What follows belongs to an exercise in optimizing a design on an open flow for small area, a short achievable clock period and few clock cycles; a production flow would make more cautious choices. In this exercise RTL edits were held to simulation tests only and were not proved equivalent to the original. Power is estimated from default activity; no workload was simulated.

==> flow/design.v (outline; a module is shown in full before it is edited, if it fits) <==
// module CNN: 2769 lines
// module xnr: 3 lines
// module orr: 3 lines
// module fa: 4 lines
module CNN(
    input                       clk,
    input                       rst_n,
    input                       in_valid,
    input      signed [15:0]    in_data,
    input                       opt,
    output reg                  out_valid,
    output reg signed [15:0]    out_data
);
  // ...
==> flow/flow/run.sh <==
#!/bin/bash
# Standard ORFS layout, with faster port buffers and timing repair aimed
# below the clock period.
set -euo pipefail
bash standard.sh SETUP_SLACK_MARGIN=10 "BUFFER_PORTS_ARGS=-buffer_cell sky130_fd_sc_hd__buf_2" finish > make.log 2>&1
==> flow/standard.sh <==
#!/bin/bash
# synth_recipe.tcl (not shown) runs the flow's synth.tcl, then flattens the netlist and writes it again
# the make line also repeats each setting of config.mk as NAME=value (left out here)
make -C /OpenROAD-flow-scripts/flow DESIGN_CONFIG=/design/flow/config.mk WORK_HOME=/design/flow/orfs CLKGATE_MAP_FILE= SYNTH_SCRIPT=/design/flow/synth_recipe.tcl "${@:-finish}"
==> flow/config.mk <==
export PLATFORM = sky130hd
export DESIGN_NAME = CNN
export DESIGN_NICKNAME = CNN
export VERILOG_FILES = /design/flow/design.v
export SDC_FILE = /design/flow/constraint.sdc
export NUM_CORES = 4
export LEC_CHECK = 0
export CAP_MARGIN = 20
export CORE_MARGIN = 2
export CORE_UTILIZATION = 40
export PLACE_DENSITY = 0.6
export SLEW_MARGIN = 20
export SYNTH_HIERARCHICAL = 1
export SYNTH_MINIMUM_KEEP_SIZE = 0
==> flow/constraint.sdc <==
create_clock -name core_clock -period 14.0 [get_ports {clk}]
set_input_delay 2.8000 -clock core_clock [delete_from_list [all_inputs] [get_ports {clk}]]
set_output_delay 2.8000 -clock core_clock [all_outputs]
set_load 0.01 [all_outputs]
==> qor.yml, run 1 <==
outcome:
  status: "timing/DRC/antenna clean"
global_routing:
  grt_pass1_vias: 37707
  use_met3_pct: 4.08
  grt_pass1_wl_um: 215000
  met2_usage_pct: 29.9
  grt_max_degree: 50
logic_synthesis:
  synth_flop_cell: "dfxtp_1"
  synth-compound-area-share_pct: 0.917
  muxShareOfSynthArea_pct: 0.866
  synthTopCellsByCount: "nand2_1 (1334), fa_1 (1041), dfxtp_1 (928)"
timing:
  fmax_mhz: 250
  tightest_slew_ns: 1.02
  fin_crit_ns: 4.00
  slew_headroom_pct: 32.2
placed_design:
  placed_cell_area_um2: 61600
  io_buffers: 36
  dp_hpwl_um: 92700
layout:
  final_cells: 6899
  final_util_pct: 45.1
  final_common_cell: "nand2_1"
  clkbuf_count: 159
min_path:
  hold_depth: 0
  hold_start: "ring[18][13]$_DFF_P_"
worst_setup_path:
  arrival_ns: 1.20
  crit_start: "out_data[3]$_DFF_P_"
  worstSetupEndpointType: "output port"
  setup.worst_path.end: "out_data[3]"
  rr_startpoint: "kr8[7]$_DFFE_PN_"
  critical_path_class: "register to output port"
route:
  wl_um: 138000
floorplanning:
  start_util_pct: 40.3
clock_tree:
  post_cts_buffers: 11
  ctsHoldBuffers: 0
  h-tree-depth: 3
  clk_pin_slew_ns: 0.06
  cts_resized: 35
power:
  p_sw_share_pct: 35.3
  power.leakage_nw: 24.9
Testbench counts, summed over its fixed seeds: cycles 13,248.
==> run 2, diff against run 1 <==
--- a/flow/config.mk
+++ b/flow/config.mk
@@ -7,8 +7,8 @@
 export LEC_CHECK = 0
 export CAP_MARGIN = 20
 export CORE_MARGIN = 2
-export CORE_UTILIZATION = 40
-export PLACE_DENSITY = 0.6
+export CORE_UTILIZATION = 65
+export PLACE_DENSITY = 0.8
 export SLEW_MARGIN = 20
 export SYNTH_HIERARCHICAL = 1
 export SYNTH_MINIMUM_KEEP_SIZE = 0
==> run 2 against run 1 <==
  * Sequential share of layout area grew 0.66 points
  * Setup slack lost 0.13 ns
  * Maximum frequency shrank 3.1%
  * Sequential power is essentially flat
  * Clock power shrank 4%
  * Non-clock buffer count shrank 16
  * Clock skew grew 0.035 ns
  * Flip-flop and latch count is the same
  * Routed wire length shrank 0.92%
  * Critical endpoint is now out_valid
==> qor.yml, run 2 <==
clock_tree:
  cts_tree: "yes"  # unchanged
  cts_made_buffers: 107  # was 114
  clk_pin_slew_ns: 0.06  # about the same
  clock_sinks: 1113  # unchanged
  clockBufferDepth: 3  # unchanged
  h-tree-depth: 3  # unchanged
  clkLatencyLatePin_ns: 0.74  # was 0.75 ns
  root_buffer: "clkbuf_16"  # unchanged
layout:
  multi_input_area_um2: 34200  # about the same
  area.sequential_um2: 24100  # about the same
  num-nets-final: 6062  # was 6085
  syn2layout_area_growth_pct: 9.86  # was 11.9%
  reg_top3: "ring: 576 flops, sa: 32 flops, sb: 31 flops"  # unchanged
  layout-drive-gt1-share_pct: 8.58  # was 8.96%
  regMostFlops: "ring"  # unchanged
  mostFrequentLayoutCells: "nand2_1 (1334), fa_1 (1041), dfxtp_1 (905)"  # was nand2_1 (1334), fa_1 (1041), dfxtp_1 (901)
  final_common_cell: "nand2_1"  # unchanged
  largest_register_ffs: 576  # unchanged
  fillers: 5582  # was 13373
timing:
  setup_tns_ns: 0  # unchanged
  hold_viol: 0  # unchanged
  skew_ns: 0.0967  # was 0.0612 ns
  whs_ns: 0.275  # was 0.287 ns
  fin_crit_ns: 4.12  # was 4.00 ns
  tightest_slew_ns: 1.00  # was 1.02 ns
  period_share_pct: 29.5  # was 28.5%
  fmax_mhz: 243  # was 250 MHz
  setup_viol: 0  # unchanged
  slew_viol_final: 0  # unchanged
  slew_headroom_pct: 33.2  # was 32.2%
  rsz0062_at_grt: "yes"  # unchanged
floorplanning:
  row_count: 111  # was 141
  core_area_um2: 91200  # was 148000 µm²
  dieArea_um2: 94200  # was 152000 µm²
  die_y_um: 307  # was 390 µm
  die_w_um: 307  # was 390 µm
  start_util_pct: 65.4  # was 40.3%
  ios: 37  # unchanged
power:
  powerDensity_nw_per_um2: 207  # was 203 nW/µm²
  power.leakage_nw: 24.7  # was 24.9 nW
  p_sw_share_pct: 35.9  # was 35.3%
  p_comb_share_pct: 46.5  # was 45.8%
  ir_drop_mv: 0.152  # was 0.142 mV
  pwr-share-clk_pct: 22.2  # was 22.9%
  switchingPower_mw: 4.86  # was 4.79 mW
  p_int_mw: 8.68  # was 8.77 mW
  pwr-share-seq_pct: 31.4  # was 31.3%
logic_synthesis:
  yosysWarnings: 8  # unchanged
  synth_flop_cell: "dfxtp_1"  # unchanged
  netlist_top_cells_area: "fa_1 (35%), dfxtp_1 (31%), edfxtp_1 (8.9%)"  # unchanged
  avgSynthCellArea_um2: 12.4  # unchanged
  synth-seq-cells: 1113  # unchanged
  synth_edf_count: 176  # unchanged
  synth_top_area_share_pct: 34.9  # unchanged
  synthCells: 4823  # unchanged
  netlist_area_um2: 59700  # unchanged
  yosysMostFrequentCell: "nand2_1"  # unchanged
  ys_types: 71  # unchanged
  async_reset_ff_share_pct: 0.809  # unchanged
  synth_top_area_cell: "fa_1"  # unchanged
  ys_seq_area_share_pct: 40.4  # unchanged
  synthTopCellsByCount: "nand2_1 (1334), fa_1 (1041), dfxtp_1 (928)"  # unchanged
route:
  maxUsedRoutingLayer: "met5"  # was met4
  drt_pass1_iterations: 8  # was 5
  met2_length_um: 66700  # was 65900 µm
  drc: 0  # unchanged
  wl_per_cell_um: 22.3  # was 20.0 µm
  route.met3.wl_um: 15400  # was 10800 µm
  first_iter_violations: 3727  # was 2331
  wl_um: 137000  # was 138000 µm
  ant_nets: 0  # unchanged
  via_count: 35906  # was 34296
  vias_per_cell: 5.86  # was 4.97
  wl_met1_um: 48900  # was 56400 µm
worst_setup_path:
  worstSetupEndpointType: "output port"  # unchanged
  cp-start-kind: "register"  # unchanged
  crit_required_ns: 11.20  # about the same
  cpMaxStageDelayCell: "dfrtp_2"  # was dfxtp_2
  critPathTopFamily: "flip-flops"  # unchanged
  path_cells: "buf_6"  # unchanged
  arrival_ns: 1.32  # was 1.20 ns
  critical_path_class: "register to output port"  # unchanged
  critPathBufInv: 1  # unchanged
  path_max_fanout: 1  # unchanged
  max_stage_delay_ns: 0.47  # was 0.35 ns
global_routing:
  antenna_found_initial: 5  # was 7
  grt_pass1_vias: 39565  # was 37707
  grt_util_all_layers_pct: 29.4  # was 18.4%
  grt_max_degree: 50  # unchanged
  grt_pass1_wl_um: 211000  # was 215000 µm
  overflow: 0  # unchanged
placed_design:
  place.gp.congestion: 0.912  # was 0.842
  io_buffers: 36  # unchanged
  dp_hpwl_um: 88000  # was 92700 µm
min_path:
  holdCritPathClass: "register to register"  # unchanged
job:
  drv_cap: 0  # unchanged
outcome:
  status: "timing/DRC/antenna clean"  # unchanged
run 2: cell counts after synthesis:
No cell type changed its count.
run 2: layout make-up:
type,instances,area share (%)
inverter,122,0.699
timing repair buffer,164,2.15
tap,1186,2.26
clock inverter,54,1.10
antenna,3,0.0115
clock buffer,147,4.69
sequential,1113,36.8
multi-input combinational,3342,52.2
run 2: timing repair:
action,4_1_cts,5_1_grt
buffers inserted,10,75
endpoints found under the setup margin,69,76
cloned,0,6
hold buffers,0,0
gates resized for setup,37,47
pin swaps,1,4
run 2: logic make-up after synthesis:
group                    share of synthesized area, %
AND/OR/NAND/NOR                                  11.2
adder cells (fa/ha/maj)                          38.1
flip-flops                                       40.4
XOR/XNOR                                         6.05
buffers and inverters                            2.43
AO/OA/AOI/OAI                                   0.917
multiplexers                                    0.866
other                                         0.00629
run 2: through the flow:
step                      utilization, %  area [µm²]  setup slack [ns]  total power [mW]  instances
after floorplan                        -       59700             10.07              8.84       4824
after detailed placement            66.4       60600              9.03              10.5       5836
after CTS                           70.8       64600              9.86              13.6       6047
after global routing                71.8       65500              9.87              14.6       6128
after global placement              66.4       60600              9.13              10.3       5836
final                               71.8       65500              9.88              13.5       6131
run 2: layer usage:
metal	vias up	global-route usage (%)
li1	14888	-
met2	2416	48.7
met1	18071	36.6
met5	-	0
met4	2	13.2
met3	529	7.79
run 2: modules after synthesis (local to each module, per instance):
module	flip-flops and latches	cell area, µm²
CNN	1113	36600
orr	0	6.26
fa	0	20.0
xnr	0	8.76
run 2: path summary, 6_finish.rpt:
check,from,end,slack (ns),cells past startpoint
setup / recovery,out_valid$_DFF_PN0_,out_valid,9.88,1
setup reg to reg,kr8[13]$_DFFE_PN_,sb[19]$_DFF_P_,10.08,7
hold / removal,ring[14][15]$_DFF_P_,ring[15][15]$_DFF_P_,0.27,0
max in group asynchronous,rst_n,out_valid$_DFF_PN0_,11.79,1
hold reg to reg,ring[14][15]$_DFF_P_,ring[15][15]$_DFF_P_,0.27,0
min in group asynchronous,rst_n,cnt[5]$_DFFE_PN0P_,1.93,1
run 2: power groups by stage:
stage / Clock, mW / Combinational (mW) / Sequential (mW)
CTS: 3.05 / 6.27 / 4.25
floorplan: 0 / 4.61 / 4.23
finish: 3.00 / 6.29 / 4.25
detailed placement: 0 / 6.18 / 4.31
global route: 3.17 / 7.12 / 4.31
global placement: 0 / 5.96 / 4.30
==> run 3, diff against run 2 <==
--- a/flow/config.mk
+++ b/flow/config.mk
@@ -8,6 +8,8 @@
 export CAP_MARGIN = 20
 export CORE_MARGIN = 2
 export CORE_UTILIZATION = 65
+export CTS_BUF_LIST = sky130_fd_sc_hd__clkbuf_8
+export CTS_CLUSTER_SIZE = 20
 export PLACE_DENSITY = 0.8
 export SLEW_MARGIN = 20
 export SYNTH_HIERARCHICAL = 1
==> run 3 against run 2 <==
  * Core utilization grew 0.22 points
  * Critical endpoint unchanged
  * Clock power fell by 3%
  * Largest cell class unchanged
  * First-iteration DRC count up 3.2%
==> qor.yml, run 3 <==
timing:
  setup_viol: 0  # unchanged
  tightest_slew_ns: 1.05  # was 1.00 ns
  skew_ns: 0.0800  # was 0.0967 ns
  fin_crit_ns: 4.30  # was 4.12 ns
  rsz0062_at_grt: "yes"  # unchanged
  fmax_mhz: 232  # was 243 MHz
  slew_headroom_pct: 30.0  # was 33.2%
  hold_viol: 0  # unchanged
  period_share_pct: 30.7  # was 29.5%
  slew_viol_final: 0  # unchanged
  setup_tns_ns: 0  # unchanged
route:
  ant_nets: 0  # unchanged
  wl_um: 135000  # was 137000 µm
  first_iter_violations: 3847  # was 3727
  drc: 0  # unchanged
  via_count: 36100  # was 35906
  wl_per_cell_um: 21.6  # was 22.3 µm
  drt_pass1_iterations: 9  # was 8
  vias_per_cell: 5.77  # was 5.86
worst_setup_path:
  worstSetupEndpointType: "output port"  # unchanged
  critPathBufInv: 1  # unchanged
  cpMaxStageDelayCell: "dfrtp_2"  # unchanged
  arrival_ns: 1.50  # was 1.32 ns
  path_cells: "buf_6"  # unchanged
  cp-start-kind: "register"  # unchanged
  crit_required_ns: 11.20  # about the same
  critPathTopFamily: "flip-flops"  # unchanged
  max_stage_delay_ns: 0.47  # about the same
  critical_path_class: "register to output port"  # unchanged
  path_max_fanout: 1  # unchanged
layout:
  layout-drive-gt1-share_pct: 10.1  # was 8.58%
  mostFrequentLayoutCells: "nand2_1 (1334), fa_1 (1041), dfxtp_1 (904)"  # was nand2_1 (1334), fa_1 (1041), dfxtp_1 (905)
  regMostFlops: "ring"  # unchanged
  final_common_cell: "nand2_1"  # unchanged
  syn2layout_area_growth_pct: 10.2  # was 9.86%
  num-nets-final: 6137  # was 6062
  largest_register_ffs: 576  # unchanged
  fillers: 5583  # was 5582
  postLayoutCellArea_um2: 65700  # was 65500 µm²
  reg_top3: "ring: 576 flops, sa: 32 flops, sb: 31 flops"  # unchanged
logic_synthesis:
  synthTopCellsByCount: "nand2_1 (1334), fa_1 (1041), dfxtp_1 (928)"  # unchanged
  synth_flop_cell: "dfxtp_1"  # unchanged
  yosysMostFrequentCell: "nand2_1"  # unchanged
  yosysWarnings: 8  # unchanged
  netlist_area_um2: 59700  # unchanged
  ys_types: 71  # unchanged
  avgSynthCellArea_um2: 12.4  # unchanged
  synth-seq-cells: 1113  # unchanged
  synth_edf_count: 176  # unchanged
  synth_top_area_share_pct: 34.9  # unchanged
  synthCells: 4823  # unchanged
  netlist_top_cells_area: "fa_1 (35%), dfxtp_1 (31%), edfxtp_1 (8.9%)"  # unchanged
  synth_top_area_cell: "fa_1"  # unchanged
  async_reset_ff_share_pct: 0.809  # unchanged
  ys_seq_area_share_pct: 40.4  # unchanged
clock_tree:
  h-tree-depth: 4  # was 3
  clkLatencyLatePin_ns: 0.88  # was 0.74 ns
  clockBufferDepth: 3  # unchanged
  ctsHoldBuffers: 0  # unchanged
  root_buffer: "clkbuf_8"  # was clkbuf_16
  clk_pin_slew_ns: 0.06  # about the same
  cts_made_buffers: 170  # was 107
  cts_tree: "yes"  # unchanged
  clock_sinks: 1113  # unchanged
floorplanning:
  die_w_um: 307  # unchanged
  dieArea_um2: 94200  # unchanged
  row_count: 111  # unchanged
  start_util_pct: 65.4  # unchanged
  die_y_um: 307  # unchanged
  core_area_um2: 91200  # unchanged
  ios: 37  # unchanged
placed_design:
  dp_hpwl_um: 88000  # unchanged
  placed_cell_area_um2: 60600  # unchanged
  io_buffers: 36  # unchanged
  place.gp.congestion: 0.912  # unchanged
power:
  power.leakage_nw: 25.1  # was 24.7 nW
  ir_drop_mv: 0.151  # was 0.152 mV
  powerDensity_nw_per_um2: 205  # was 207 nW/µm²
min_path:
  holdCritPathClass: "register to register"  # unchanged
global_routing:
  grt_util_all_layers_pct: 29.3  # was 29.4%
  overflow: 0  # unchanged
  antenna_found_initial: 6  # was 5
  grt_pass1_wl_um: 210000  # was 211000 µm
  grt_max_degree: 50  # unchanged
  grt_pass1_vias: 39606  # was 39565
outcome:
  status: "timing/DRC/antenna clean"  # unchanged
job:
  drv_cap: 0  # unchanged
==> run 3: cells by family (layout without fill, tap and decap cells) <==
| logic type | Yosys count | count (layout) | share of synthesized area, % |
|---|---|---|---|
| buf+inv | 369 | 611 | 2.43 |
| xor+xnor | 412 | 412 | 6.05 |
| fa+ha+maj | 1192 | 1192 | 38.1 |
| flops | 1113 | 1113 | 40.4 |
| simple gates | 1608 | 1608 | 11.2 |
| compound gates | 79 | 79 | 0.917 |
| other cells | 1 | 7 | 0.00629 |
| mux | 49 | 49 | 0.866 |
==> run 3: cell type report <==
class / instances / area [µm²] / share of cell area (%)
Multi-Input combinational cell: 3342 / 34200 / 52.0
Sequential cell: 1113 / 24100 / 36.7
Clock buffer: 203 / 2790 / 4.25
Timing Repair Buffer: 176 / 1540 / 2.34
Tap cell: 1186 / 1480 / 2.26
Clock inverter: 110 / 1100 / 1.68
Inverter: 122 / 458 / 0.697
Antenna cell: 5 / 12.5 / 0.0190
==> run 3: what timing repair did <==
item	CTS	global route
resized for setup	37	48
endpoints found under the setup margin	73	102
hold endpoints to repair	0	0
cloned	0	5
pin swaps	1	4
setup buffers	12	86
==> run 3: stage by stage <==
step           setup slack, ns  std cells  utilization, %  total power [mW]  hold WS (ns)
2_1_floorplan            10.07       4824               -              8.84         0.310
3_3_place_gp              9.13       5836            66.4              10.3         0.310
3_5_place_dp              9.03       5836            66.4              10.5         0.312
4_1_cts                   9.65       6161            71.0              13.5         0.255
5_1_grt                   9.66       6254            72.0              14.6         0.276
6_report                  9.70       6257            72.0              13.5         0.261
==> run 3: Yosys stat by module, one instance, submodules excluded <==
module	flops+latches	copies in the design	cell area, µm²
orr	0	149	6.26
fa	0	1038	20.0
CNN	1113	1	36600
xnr	0	157	8.76
==> run 3: where the power goes <==
part,total [mW],switching (mW),internal [mW]
Combinational,6.30,3.28,3.02
Sequential,4.25,0.294,3.95
Clock,2.92,1.34,1.59
Total,13.5,4.91,8.56
==> run 3: worst paths after layout <==
path                                         to  depth (start not counted)  slack [ns]                  from
max in group asynchronous    cnt[3]$_DFFE_PN0P_                          1       11.98                 rst_n
min                        ring[20][14]$_DFF_P_                          0        0.26  ring[19][14]$_DFF_P_
max                                   out_valid                          1        9.70   out_valid$_DFF_PN0_
min reg2reg                ring[20][14]$_DFF_P_                          0        0.26  ring[19][14]$_DFF_P_
max reg2reg                      sb[18]$_DFF_P_                          8       10.02   ring[30][2]$_DFF_P_
min in group asynchronous     opt_r$_DFFE_PN0P_                          1        1.77                 rst_n
==> run 3: per-layer routing <==
metal | GRT usage, % | share of wire (%)
met1 | 36.6 | 36
met5 | 0 | 0.0089
met4 | 13.3 | 4.6
met3 | 8.23 | 11
met2 | 47.8 | 48
==> run 4, diff against run 3 <==
==> flow/run.sh (new file) <==
#!/bin/bash
# synth_recipe.tcl (not shown) runs the flow's synth.tcl, then flattens the netlist and writes it again
# the make line also repeats each setting of config.mk as NAME=value (left out here)
make -C /OpenROAD-flow-scripts/flow DESIGN_CONFIG=/design/flow/config.mk WORK_HOME=/design/flow/orfs CLKGATE_MAP_FILE= SYNTH_SCRIPT=/design/flow/synth_recipe.tcl finish
==> flow/config.mk (replaced) <==
export PLATFORM = sky130hd
export DESIGN_NAME = CNN
export DESIGN_NICKNAME = CNN
export VERILOG_FILES = /design/flow/design.v
export SDC_FILE = /design/flow/constraint.sdc
export NUM_CORES = 4
export LEC_CHECK = 0
export CAP_MARGIN = 20
export CORE_MARGIN = 2
export CORE_UTILIZATION = 40
export PLACE_DENSITY = 0.6
export SLEW_MARGIN = 20
export SYNTH_HIERARCHICAL = 1
export SYNTH_MINIMUM_KEEP_SIZE = 0
removed: flow/flow/run.sh
removed: flow/standard.sh
==> run 4 against run 3 <==
  * Design area fell by 0.18%
  * Synthesized area did not move
  * Non-clock buffer count fell by 96
  * Sequential power barely moved
  * Clock power rose by 2%
  * Largest cell class unchanged
  * Largest power group unchanged
==> qor.yml, run 4 <==
outcome:
  status: "timing/DRC/antenna clean"  # unchanged
timing:
  tightest_slew_ns: 1.05  # about the same
  period_share_pct: 31.8  # was 30.7%
  rsz0062_at_grt: "no"  # was yes
  fmax_mhz: 224  # was 232 MHz
  hold_viol: 0  # unchanged
  setup_tns_ns: 0  # unchanged
  slew_viol_final: 0  # unchanged
  setup_viol: 0  # unchanged
  slew_headroom_pct: 30.3  # was 30.0%
  whs_ns: 0.289  # was 0.261 ns
  fin_crit_ns: 4.46  # was 4.30 ns
  skew_ns: 0.0714  # was 0.0800 ns
logic_synthesis:
  synth_top_family_by_area: "adder cells"  # unchanged
  yosysMostFrequentCell: "nand2_1"  # unchanged
  synth_top_area_cell: "fa_1"  # unchanged
  ys_types: 71  # unchanged
  avgSynthCellArea_um2: 12.4  # unchanged
  synth_xor_area_share_pct: 6.05  # unchanged
  synthTopCellsByCount: "nand2_1 (1334), fa_1 (1041), dfxtp_1 (928)"  # unchanged
  synth-adder-area-share_pct: 38.1  # unchanged
  yosysWarnings: 8  # unchanged
  async_reset_ff_share_pct: 0.809  # unchanged
  synthCells: 4823  # unchanged
  synth_flop_cell: "dfxtp_1"  # unchanged
  muxShareOfSynthArea_pct: 0.866  # unchanged
  netlist_top_cells_area: "fa_1 (35%), dfxtp_1 (31%), edfxtp_1 (8.9%)"  # unchanged
  synth-compound-area-share_pct: 0.917  # unchanged
  ys_seq_area_share_pct: 40.4  # unchanged
  netlist_area_um2: 59700  # unchanged
  synth_top_area_share_pct: 34.9  # unchanged
  synth-simple-area-share_pct: 11.2  # unchanged
  synth_edf_count: 176  # unchanged
  synth-seq-cells: 1113  # unchanged
clock_tree:
  root_buffer: "clkbuf_16"  # was clkbuf_8
  clockBufferDepth: 3  # unchanged
  cts_tree: "yes"  # unchanged
  ctsHoldBuffers: 0  # unchanged
  post_cts_buffers: 0  # was 12
  clock_sinks: 1113  # unchanged
  cts_resized: 0  # was 37
  clk_pin_slew_ns: 0.06  # about the same
  h-tree-depth: 3  # was 4
  cts_made_buffers: 112  # was 170
  clkLatencyLatePin_ns: 0.76  # was 0.88 ns
floorplanning:
  die_w_um: 390  # was 307 µm
  ios: 37  # unchanged
  core_area_um2: 148000  # was 91200 µm²
  die_y_um: 390  # was 307 µm
  row_count: 141  # was 111
  start_util_pct: 40.3  # was 65.4%
  dieArea_um2: 152000  # was 94200 µm²
layout:
  num-nets-final: 5983  # was 6137
  mostFrequentLayoutCells: "nand2_1 (1334), fa_1 (1041), dfxtp_1 (918)"  # was nand2_1 (1334), fa_1 (1041), dfxtp_1 (904)
  fillers: 13349  # was 5583
  regMostFlops: "ring"  # unchanged
  reg_top3: "ring: 576 flops, sa: 32 flops, sb: 31 flops"  # unchanged
  postLayoutCellArea_um2: 65600  # was 65700 µm²
  largest_register_ffs: 576  # unchanged
  final_common_cell: "nand2_1"  # unchanged
  final_cells: 6801  # was 6257
  layout-drive-gt1-share_pct: 5.71  # was 10.1%
  syn2layout_area_growth_pct: 9.99  # was 10.2%
worst_setup_path:
  max_stage_delay_ns: 0.55  # was 0.47 ns
  cp-start-kind: "register"  # unchanged
  arrival_ns: 1.66  # was 1.50 ns
  critical_path_class: "register to output port"  # unchanged
  worstSetupEndpointType: "output port"  # unchanged
  cpMaxStageDelayCell: "clkdlybuf4s50_1"  # was dfrtp_2
  path_cells: "clkdlybuf4s50_1"  # was buf_6
  critPathTopFamily: "buffers and inverters"  # was flip-flops
  crit_required_ns: 11.20  # about the same
  path_max_fanout: 1  # unchanged
  critPathBufInv: 1  # unchanged
power:
  powerDensity_nw_per_um2: 204  # was 205 nW/µm²
  power_mw: 13.4  # was 13.5 mW
  ir_drop_mv: 0.118  # was 0.151 mV
  power.leakage_nw: 24.2  # was 25.1 nW
route:
  drt_pass1_iterations: 5  # was 9
  first_iter_violations: 2249  # was 3847
  drc: 0  # unchanged
  ant_nets: 0  # unchanged
  wl_um: 136000  # was 135000 µm
  wl_per_cell_um: 20.0  # was 21.6 µm
  via_count: 34065  # was 36100
  vias_per_cell: 5.01  # was 5.77
global_routing:
  overflow: 0  # unchanged
  grt_pass1_wl_um: 214000  # was 210000 µm
  antenna_found_initial: 3  # was 6
  grt_pass1_vias: 37259  # was 39606
  grt_max_degree: 50  # unchanged
  grt_util_all_layers_pct: 18.4  # was 29.3%
min_path:
  holdCritPathClass: "register to register"  # unchanged
placed_design:
  placed_cell_area_um2: 61800  # was 60600 µm²
  io_buffers: 36  # unchanged
  placedCellCount: 6586  # was 5836
  place.gp.congestion: 0.855  # was 0.912
  dp_hpwl_um: 93200  # was 88000 µm
job:
  drv_cap: 0  # unchanged
[run 4: final timing paths]
kind / from / to / slack (ns) / depth (start not counted)
setup reg to reg: cnt[2]$_DFFE_PN0P_ / mx0[11]$_DFFE_PP_ / 9.59 / 14
hold / removal: ring[25][10]$_DFF_P_ / ring[26][10]$_DFF_P_ / 0.29 / 0
setup / recovery: out_data[8]$_DFF_P_ / out_data[8] / 9.54 / 1
hold reg to reg: ring[25][10]$_DFF_P_ / ring[26][10]$_DFF_P_ / 0.29 / 0
max in group asynchronous: rst_n / cnt[1]$_DFFE_PN0P_ / 11.26 / 1
min in group asynchronous: rst_n / cnt[2]$_DFFE_PN0P_ / 2.38 / 1
[run 4: power breakdown]
group | switching, mW | internal, mW | leakage, nW
sequential | 0.293 | 3.95 | 9.50
combinational | 3.18 | 2.98 | 12.9
clock | 1.29 | 1.71 | 1.87
total | 4.76 | 8.64 | 24.2
[run 4: cell families after synthesis]
logic type,Yosys count
DFF,1113
xor gates and xnor gates,412
muxes,49
AOI/OAI and AO/OA,79
other,1
buffers and inverters,369
adders and majority gates,1192
and+or+nand+nor,1608
[run 4: through the flow]
step	setup WS [ns]	util (%)
after detailed placement	9.16	41.8
final	9.54	44.4
after global placement	9.21	41.8
after CTS	9.17	44.4
after global routing	9.18	44.4
after floorplan	10.07	-
[run 4: final cells by class]
| class | count | area, µm² | area share [%] |
|---|---|---|---|
| Tap cell | 1930 | 2410 | 3.68 |
| Clock inverter | 53 | 599 | 0.913 |
| Antenna cell | 4 | 10.0 | 0.0153 |
| Sequential cell | 1113 | 24100 | 36.7 |
| Multi-Input combinational cell | 3342 | 34100 | 52.0 |
| Inverter | 122 | 458 | 0.698 |
| Timing Repair Buffer | 80 | 698 | 1.06 |
| Clock buffer | 157 | 3200 | 4.87 |
[run 4: Yosys stat by module (local to each module, per instance)]
| module | times used | area, µm² |
|---|---|---|
| CNN | 1 | 36600 |
| xnr | 157 | 8.76 |
| fa | 1038 | 20.0 |
| orr | 149 | 6.26 |
[run 4: metal layers]
metal	up-vias	part of all wire (%)	track usage [%]	routed length, µm
met5	-	0.0095	0	13
met4	2	2.9	6.21	3980
met3	266	7.0	3.17	9490
met2	1278	49	30.3	66200
met1	17773	42	24.6	56600
li1	14746	-	-	-

## separate check: timing with driven ports
Ports are ideal in the flow. The routed layouts listed here were re-timed in OpenROAD. Step 1: set_driving_cell puts a clkbuf_16 on clk and a buf_2 on each other input, an assumption about the parent block. Step 2 also shifts input and output timing later by t, the mid clock arrival at the registers, as if the neighbouring blocks saw the same clock. Three values: no drivers, after step 1, after step 2; two values: the first two.
run | shift t [ns] | slack for setup (ns) | worst setup path after step 2 | worst register clock-pin slew, ns
run 1 | 0.799 | 10.005 / 9.926 / 10.079 | register to register | 0.07 / 0.07
run 2 | 0.767 | 9.876 / 9.805 / 10.077 | register to register | 0.07 / 0.07
run 3 | 0.925 | 9.698 / 9.626 / 10.019 | register to register | 0.08 / 0.08
run 4 | 0.802 | 9.541 / 9.459 / 9.566 | input to register | 0.07 / 0.07
After both steps setup and hold are still met in every run listed.
